Source: an optimization exercise on an open RTL-to-GDS flow (aim: small area). Production flows keep margins and buffers that such runs may drop. Where RTL was checked, it was by simulation tests only, not by an equivalence proof against the original. The clock input has no modelled driver; a real chip could not lean on it and would need a root buffer or a full tree. Power figures rest on the tool's default switching activity, not on a simulated workload.

// axi4_adapter
module axi4_adapter #(
  parameter integer                     AXI_ID_WIDTH = 1,
  parameter integer                     AXI_ADDR_WIDTH = 12,
  parameter integer                     AXI_DATA_WIDTH = 32,
  parameter bit                         ALIGN_ADDR = 1'b1,
  parameter bit                         EN_SEC_MODE = 1'b1,
  parameter bit                         NO_SEC_FAIL = 0,
  parameter bit                         DECOUPLE_W = 1,
  parameter integer                     AXI_BYTE_COUNT  = AXI_DATA_WIDTH / 8
)(
  input  logic                          aclk,
  input  logic                          aresetn,
  input  logic [AXI_ID_WIDTH-1:0]       awid,
  input  logic [AXI_ADDR_WIDTH-1:0]     awaddr,
  input  logic [7:0]                    awlen,
  input  logic [2:0]                    awsize,
  input  logic [1:0]                    awburst,
  /*verilator lint_off UNUSED*/
  input  logic                          awlock,
  input  logic [3:0]                    awcache,
  /*verilator lint_on UNUSED*/
  input  logic [2:0]                    awprot,
  /*verilator lint_off UNUSED*/
  input  logic [3:0]                    awqos,
  input  logic [3:0]                    awregion,
  /*verilator lint_on UNUSED*/
  input  logic                          awvalid,
  output logic                          awready,
  input  logic [AXI_DATA_WIDTH-1:0]     wdata,
  input  logic [AXI_BYTE_COUNT-1:0]     wstrb,
  ...
For scale: about 500 cells after synthesis, ~120 flip-flops, ~270 I/O pins, roughly 5300 um2 of cells after synthesis.
Settings: LEC_CHECK=0, CAP_MARGIN=20, CORE_MARGIN=2, CORE_UTILIZATION=40, SLEW_MARGIN=20; clock period 4.0 ns.
standard.sh (not shown) runs the stock make flow with config.mk's settings and CLKGATE_MAP_FILE= SYNTH_SCRIPT=/design/flow/synth_recipe.tcl, a recipe that flattens the netlist after the stock synthesis.
==> flow/flow/run.sh <==
#!/bin/bash
set -euo pipefail
export BUFFER_PORTS_ARGS="-buffer_cell sky130_fd_sc_hd__buf_1"
export CTS_ARGS="-sink_clustering_enable -repair_clock_nets -dont_use_dummy_load -sink_clustering_size 20 -sink_clustering_max_diameter 60 -buf_list {sky130_fd_sc_hd__clkbuf_4 sky130_fd_sc_hd__clkbuf_8}"
bash standard.sh > standard.log 2>&1
Edit:
==> flow/flow/run.sh (replaced) <==
#!/bin/bash
set -euo pipefail
export BUFFER_PORTS_ARGS="-buffer_cell sky130_fd_sc_hd__buf_1"
export CTS_ARGS="-sink_clustering_enable -repair_clock_nets -dont_use_dummy_load -sink_clustering_size 30 -sink_clustering_max_diameter 100 -buf_list {sky130_fd_sc_hd__clkbuf_8 sky130_fd_sc_hd__clkbuf_16}"
bash standard.sh > standard.log 2>&1
Flip-flop and latch count does not change.
Global-route usage went up by 0.30 points.
Cell area increases by 3.3%.
Wire length grows by 1.9%.
Power went up by 10%.
Critical path depth is unchanged.
No functional check of the RTL was part of any run of this note.

---

trial 66:
Another version of the RTL of axi4_adapter (not shown whole).
Size: ~110 flip-flops, ~4700 um2 of cells after synthesis.
==> flow/config.mk <==
export PLATFORM = sky130hd
export DESIGN_NAME = axi4_adapter
export DESIGN_NICKNAME = axi4_adapter
export VERILOG_FILES = /design/flow/design.v
export SDC_FILE = /design/flow/constraint.sdc
export NUM_CORES = 4
export LEC_CHECK = 0
export CAP_MARGIN = 20
export CORE_MARGIN = 2
export CORE_UTILIZATION = 40
export SLEW_MARGIN = 20
==> flow/constraint.sdc <==
create_clock -name core_clock -period 4.0 [get_ports {aclk}]
set_input_delay 0.8000 -clock core_clock [delete_from_list [all_inputs] [get_ports {aclk}]]
set_output_delay 0.8000 -clock core_clock [all_outputs]
set_load 0.01 [all_outputs]
==> flow/flow/run.sh <==
#!/bin/bash
# The standard ORFS layout (standard.sh) with:
#  - an area-oriented ABC script for the combinational mapping (flow/my_synth.tcl),
#    and no extraction of half/full adder cells (ADDER_MAP_FILE empty), which
#    leaves the hand-written carry chains to ABC,
#  - 1x buffers on the ports,
#  - a clock tree made by hand: the clock port drives four clock buffers, each
#    driving one quarter of the flip-flops (flow/cts_manual.tcl).
# Each tool's output is logged in this folder.
set -euo pipefail
here=$(pwd)
orig=$(grep -o 'SYNTH_SCRIPT=[^ ]*' standard.sh | head -1 | cut -d= -f2-)
export ORIG_SYNTH_SCRIPT="$orig"
export MY_ABC_SCRIPT="$here/flow/abc_area.script"
sed "s#SYNTH_SCRIPT=[^ ]*#SYNTH_SCRIPT=$here/flow/my_synth.tcl#" standard.sh > my_standard.sh
export ADDER_MAP_FILE=
export BUFFER_PORTS_ARGS="-buffer_cell sky130_fd_sc_hd__buf_1"
export PRE_CTS_TCL="$here/flow/cts_manual.tcl"
export MANUAL_CTS_BUF=sky130_fd_sc_hd__clkbuf_16
export MANUAL_CTS_N=4
bash my_standard.sh > standard.log 2>&1
Other scripts of this flow, unchanged in this note and not shown: flow/flow/abc_area.script, flow/flow/cts_manual.tcl, flow/flow/my_synth.tcl
Trial 66 closes out successfully: all stages finished, all timing, DRC and antenna checks passed.
The following lists how build 50 was set up differently from trial 66:
-- flow/flow/run.sh --
<<< trial 66, line 4
#    and no extraction of half/full adder cells (ADDER_MAP_FILE empty), which
#    leaves the hand-written carry chains to ABC,
>>> build 50, line 4
<<< trial 66, line 16
export ADDER_MAP_FILE=
>>> build 50, line 14
[summary]
- Going from trial 66 to build 50, area fraction in compound gates after synthesis grows by 0.28 points.
- Trial 66 → build 50: number of design-rule violations left by the first detailed-router iteration moved down, power moved down.
- Compared build 50 vs trial 66, and top fanout value on the critical path is down in build 50.
In every run of this note, the design's own scripts or RTL, not TritonCTS, make the clock network.

---

== lane 4 ==
Starting RTL as in the previous note.
export LEC_CHECK = 0
export CAP_MARGIN = 20
export CORE_MARGIN = 2
export CORE_UTILIZATION = 40
export SLEW_MARGIN = 20
create_clock -name core_clock -period 4.0 [get_ports {aclk}]
==> flow/flow/run.sh <==
#!/bin/bash
# The standard ORFS layout (standard.sh) with:
#  - an area-oriented ABC script for the combinational mapping (flow/my_synth.tcl),
#  - 1x buffers on the ports,
#  - a clock tree made by hand: the clock port drives four clock buffers, each
#    driving one quarter of the flip-flops (flow/cts_manual.tcl).
# Each tool's output is logged in this folder.
set -euo pipefail
here=$(pwd)
orig=$(grep -o 'SYNTH_SCRIPT=[^ ]*' standard.sh | head -1 | cut -d= -f2-)
export ORIG_SYNTH_SCRIPT="$orig"
export MY_ABC_SCRIPT="$here/flow/abc_area.script"
sed "s#SYNTH_SCRIPT=[^ ]*#SYNTH_SCRIPT=$here/flow/my_synth.tcl#" standard.sh > my_standard.sh
export ADDER_MAP_FILE=
export BUFFER_PORTS_ARGS="-buffer_cell sky130_fd_sc_hd__buf_1"
export PRE_CTS_TCL="$here/flow/cts_manual.tcl"
export MANUAL_CTS_BUF=sky130_fd_sc_hd__clkbuf_16
export MANUAL_CTS_N=4
bash my_standard.sh > standard.log 2>&1
Other scripts of this flow, unchanged in this note and not shown: flow/flow/abc_area.script, flow/flow/cts_manual.tcl, flow/flow/my_synth.tcl
> inputs changed (lane 4 -> lane 1)
-- flow/flow/run.sh --
<<< lane 4, line 13
sed "s#SYNTH_SCRIPT=[^ ]*#SYNTH_SCRIPT=$here/flow/my_synth.tcl#" standard.sh > my_standard.sh
export ADDER_MAP_FILE=
export BUFFER_PORTS_ARGS="-buffer_cell sky130_fd_sc_hd__buf_1"
>>> lane 1, line 13
sed "s#SYNTH_SCRIPT=[^ ]*#SYNTH_SCRIPT=$here/flow/my_synth.tcl#" standard.sh > my_standard.sh
export BUFFER_PORTS_ARGS="-buffer_cell sky130_fd_sc_hd__buf_1"
<<< lane 4, line 18
export MANUAL_CTS_N=4
bash my_standard.sh > standard.log 2>&1
>>> lane 1, line 17
export MANUAL_CTS_N=4
bash standard.sh > standard.log 2>&1
## What came out
- [compare] base=lane 4 new=lane 1: post-route non-filler standard cell count +10; power consumed by the clock network ~0 delta; area of the core region +5.2%.
- Looking at critical setup path kind, the input port to flip-flop result is from lane 1; the flip-flop to flip-flop one comes from lane 4.
No run of this note takes its clock network from TritonCTS; it comes from the design's own scripts or RTL.

---

v25:
Another version of the RTL of axi4_adapter (not shown whole).
Size: ~110 flip-flops, about 4500 um2 of cells after synthesis.
==> flow/config.mk <==
export PLATFORM = sky130hd
export DESIGN_NAME = axi4_adapter
export DESIGN_NICKNAME = axi4_adapter
export VERILOG_FILES = /design/flow/design.v
export SDC_FILE = /design/flow/constraint.sdc
export NUM_CORES = 4
export LEC_CHECK = 0
export CAP_MARGIN = 20
export CORE_MARGIN = 2
export CORE_UTILIZATION = 40
export GPL_TIMING_DRIVEN = 0
export SLEW_MARGIN = 20
==> flow/constraint.sdc <==
create_clock -name core_clock -period 4.0 [get_ports {aclk}]
set_input_delay 0.8000 -clock core_clock [delete_from_list [all_inputs] [get_ports {aclk}]]
set_output_delay 0.8000 -clock core_clock [all_outputs]
set_load 0.01 [all_outputs]
==> flow/flow/run.sh <==
#!/bin/bash
# The standard ORFS layout (standard.sh) with:
#  - an area-oriented ABC script for the combinational mapping (flow/my_synth.tcl),
#    and no extraction of half/full adder cells (ADDER_MAP_FILE empty), which
#    leaves the hand-written carry chains to ABC,
#  - 1x buffers on the ports,
#  - a clock tree made by hand: the clock port drives four clock buffers, each
#    driving one quarter of the flip-flops (flow/cts_manual.tcl).
# Each tool's output is logged in this folder.
set -euo pipefail
here=$(pwd)
orig=$(grep -o 'SYNTH_SCRIPT=[^ ]*' standard.sh | head -1 | cut -d= -f2-)
export ORIG_SYNTH_SCRIPT="$orig"
export MY_ABC_SCRIPT="$here/flow/abc_area.script"
sed "s#SYNTH_SCRIPT=[^ ]*#SYNTH_SCRIPT=$here/flow/my_synth.tcl#" standard.sh > my_standard.sh
export ADDER_MAP_FILE=
export BUFFER_PORTS_ARGS="-buffer_cell sky130_fd_sc_hd__buf_1"
export PRE_GLOBAL_PLACE_TCL="$here/flow/pre_gpl.tcl"
export PRE_CTS_TCL="$here/flow/cts_manual.tcl"
export MANUAL_CTS_BUF=sky130_fd_sc_hd__clkbuf_16
export MANUAL_CTS_N=4
bash my_standard.sh > standard.log 2>&1
==> flow/flow/abc_area.script <==
&get -n
&st
&deepsyn -T 60
&st
&dch -f
&nf -R 1000 -p
&st
&dch -f
&nf -R 1000 -p
&put
topo
Other scripts of this flow, unchanged in this note and not shown: flow/flow/cts_manual.tcl, flow/flow/my_synth.tcl, flow/flow/pre_gpl.tcl
v25 ended with every stage complete and zero timing, DRC or antenna violations.
Relative to v25, the following input files were edited for v36:
==> flow/flow/abc_area.script <==
&get -n
&st
&deepsyn -T 60
&st
&dch -f
&nf -R 30 -p
&st
&dch -f
&nf -R 30 -p
&put
topo
--- outcome ---
- Per the comparison of v36 with v25, maximum fanout along the worst path has increased; post-synthesis cell area moved up.
- Comparing v36 and v25, the lower layout overhead on the synthesized area is on v36.
- Min critical path depth across v36 and v25: v36
- Compare v36 and v25 | final worst-path setup slack higher: v25
- Against v25, half-perimeter wire length after detailed placement in v36 fell slightly.
- Total routed wirelength of v36 is on par with v25.
- Time the worst path needs with I/O delays and setup: v36 > v25
Edits applied to the flow inputs when going from v36 to v45:
- CAP_MARGIN: 20 -> 5
- SLEW_MARGIN: 20 -> 5
==> flow/flow/abc_area.script <==
&get -n
&st
&deepsyn -T 60
&st
&dch -f
&nf -R 1000 -p
&st
&dch -f
&nf -R 1000 -p
&put
topo
==> summary.txt <==
Compared v45 vs v36, and detailed placement HPWL is up in v45.
The number of gates resized after cts of v45 exceeds that of v36 by 3.
Number of enable-type register cells in the synthesized netlist: v45 vs v36 identical
v45 and v36 ended up with nearly the same clock share of power.
From v36 to v45 the numbers moved as follows: worst setup slack higher, power per cell area stayed essentially flat.
diff inputs: v45 => v54
- SLEW_MARGIN changed from 5 to 20
- CAP_MARGIN changed from 5 to 20
==> flow/flow/abc_area.script <==
&get -n
&st
&deepsyn -T 60
&st
&dch -f
&nf -R 10 -p
&st
&dch -f
&nf -R 10 -p
&put
topo
### Flow results
Fmax (v54 vs. v45) increases by a few percent
The post-layout instance area of v54 is lower than that of v45.
Layout cell share with drive strength beyond 1: v54 vs v45 down 2.1 points
Changes observed in v54 relative to v45: length in cells of the worst reg-to-reg path went down; count of multi-input combinational gates went up.
No run of this note takes its clock network from TritonCTS; it comes from the design's own scripts or RTL.

---

axi4_adapter, a different RTL version from the one above (not shown whole).
Size: ~510 cells after synthesis, roughly 110 flip-flops.
// axi4_adapter
module axi4_adapter #(
  parameter integer                     AXI_ID_WIDTH = 1,
  parameter integer                     AXI_ADDR_WIDTH = 12,
  parameter integer                     AXI_DATA_WIDTH = 32,
  parameter bit                         ALIGN_ADDR = 1'b1,
  parameter bit                         EN_SEC_MODE = 1'b1,
  parameter bit                         NO_SEC_FAIL = 0,
  parameter bit                         DECOUPLE_W = 1,
  parameter integer                     AXI_BYTE_COUNT  = AXI_DATA_WIDTH / 8
)(
  input  logic                          aclk,
  input  logic                          aresetn,
  input  logic [AXI_ID_WIDTH-1:0]       awid,
  input  logic [AXI_ADDR_WIDTH-1:0]     awaddr,
  input  logic [7:0]                    awlen,
  input  logic [2:0]                    awsize,
  input  logic [1:0]                    awburst,
  /*verilator lint_off UNUSED*/
  input  logic                          awlock,
  input  logic [3:0]                    awcache,
  /*verilator lint_on UNUSED*/
  input  logic [2:0]                    awprot,
  /*verilator lint_off UNUSED*/
  input  logic [3:0]                    awqos,
  ...
==> flow/config.mk <==
export PLATFORM = sky130hd
export DESIGN_NAME = axi4_adapter
export DESIGN_NICKNAME = axi4_adapter
export VERILOG_FILES = /design/flow/design.v
export SDC_FILE = /design/flow/constraint.sdc
export NUM_CORES = 4
export LEC_CHECK = 0
export CAP_MARGIN = 20
export CORE_MARGIN = 2
export CORE_UTILIZATION = 65
export SLEW_MARGIN = 20
==> flow/constraint.sdc <==
create_clock -name core_clock -period 4.0 [get_ports {aclk}]
set_input_delay 0.8000 -clock core_clock [delete_from_list [all_inputs] [get_ports {aclk}]]
set_output_delay 0.8000 -clock core_clock [all_outputs]
set_load 0.01 [all_outputs]
==> flow/flow/run.sh <==
#!/bin/bash
# Standard ORFS layout with 1x port buffers and a clock tree made by hand
# (flow/cts_manual.tcl). Each tool's output is logged in this folder.
set -euo pipefail
here=$(pwd)
export BUFFER_PORTS_ARGS="-buffer_cell sky130_fd_sc_hd__buf_1"
export PRE_CTS_TCL="$here/flow/cts_manual.tcl"
export MANUAL_CTS_BUF=sky130_fd_sc_hd__clkbuf_16
export MANUAL_CTS_N=4
bash standard.sh > standard.log 2>&1
==> flow/flow/cts_manual.tcl <==
# Clock tree made by hand: the clock port drives a few clock buffers, each of
# which drives one cluster of flip-flops. Sourced before ORFS's CTS step; it
# replaces clock_tree_synthesis for that step.
proc manual_cts { buf_master nclusters } {
  set block [ord::get_db_block]
  set master [[ord::get_db] findMaster $buf_master]
  set clk_net [$block findNet aclk]
  set sinks {}
  foreach it [$clk_net getITerms] {
    set loc [[$it getInst] getLocation]
    lappend sinks [list [lindex $loc 0] [lindex $loc 1] $it]
  }
  # split into balanced clusters: halves by x, then each half by y
  set groups [list $sinks]
  set axis 0
  while { [llength $groups] < $nclusters } {
    set next {}
    foreach g $groups {
      set s [lsort -integer -index $axis $g]
      set h [expr {[llength $s] / 2}]
      lappend next [lrange $s 0 [expr {$h - 1}]] [lrange $s $h end]
    }
    set groups $next
    set axis [expr {1 - $axis}]
  }
  set i 0
  foreach g $groups {
    set sx 0; set sy 0
    foreach s $g { incr sx [lindex $s 0]; incr sy [lindex $s 1] }
    set n [llength $g]
    set inst [odb::dbInst_create $block $master "clkbuf_m_$i"]
    set net [odb::dbNet_create $block "clknet_m_$i"]
    $net setSigType CLOCK
    foreach s $g {
      set it [lindex $s 2]
      $it disconnect
      $it connect $net
    }
    [$inst findITerm A] connect $clk_net
    [$inst findITerm X] connect $net
    $inst setLocation [expr {$sx / $n}] [expr {$sy / $n}]
    $inst setPlacementStatus PLACED
    puts "manual_cts: $buf_master clkbuf_m_$i drives $n sinks"
    incr i
  }
}

rename clock_tree_synthesis orfs_clock_tree_synthesis
proc clock_tree_synthesis { args } {
  manual_cts $::env(MANUAL_CTS_BUF) $::env(MANUAL_CTS_N)
  set_propagated_clock [all_clocks]
}
Edit:
Settings changed: CORE_UTILIZATION 65 to 40.
- clock skew stays flat
- maximum frequency rises by 2.2%
- sequential share of layout area falls by 0.61 points
- global-route usage falls by 8.8 points
- synthesized area is unchanged
- power falls by 0.37%
- routed wire length falls by 2.8%
- utilization falls by 28 points
- setup slack is better by 0.073 ns
No functional check of the RTL was part of any run of this note. No run of this note takes its clock network from TritonCTS; it comes from the design's own scripts or RTL.

-- static timing again, ports no longer ideal --
No port has a modelled driver above. Below, the same layouts with a new extraction and two added sets of constraints.
Step 1 (the two cells are an assumption about what drives the block):
set clk [get_ports {aclk}]
set_driving_cell -lib_cell sky130_fd_sc_hd__clkbuf_16 $clk
set_driving_cell -lib_cell sky130_fd_sc_hd__buf_2 [delete_from_list [all_inputs] $clk]
Step 2 also shifts input and output timing later by t, the mid clock arrival at the registers, as if the neighbouring blocks saw the same clock.
a / b / c = no drivers / after step 1 / after step 2; a / b = the first two.
run | t, ns | slack for setup (ns) | worst setup path after step 2
the first run of note 1 | 0.446 | 0.740 / 0.740 / 0.537 | input to register
the second run of note 1 | 0.438 | 0.735 / 0.735 / 0.519 | input to register
trial 66 | 0.240 | 0.838 / 0.838 / 0.690 | input to register
build 50 | 0.247 | 0.149 / 0.210 / -0.037 | input to register
lane 4 | 0.240 | 0.838 / 0.838 / 0.690 | input to register
lane 1 | 0.245 | 0.098 / 0.157 / -0.088 | input to register
v25 | 0.242 | 0.282 / 0.344 / 0.102 | input to register
v36 | 0.240 | 0.193 / 0.236 / 0.005 | input to register
v45 | 0.243 | 0.244 / 0.300 / 0.056 | input to register
v54 | 0.244 | 0.388 / 0.388 / 0.254 | input to register
the first run of note 5 | 0.241 | 0.639 / 0.694 / 0.453 | input to register
the second run of note 5 | 0.245 | 0.713 / 0.743 / 0.517 | input to register
With both steps, setup timing fails in build 50 and lane 1, where it was met with ideal ports. For the second run of note 1, which loses most, drivers alone change the setup slack by 0.000 ns; drivers and shift together by -0.216 ns.
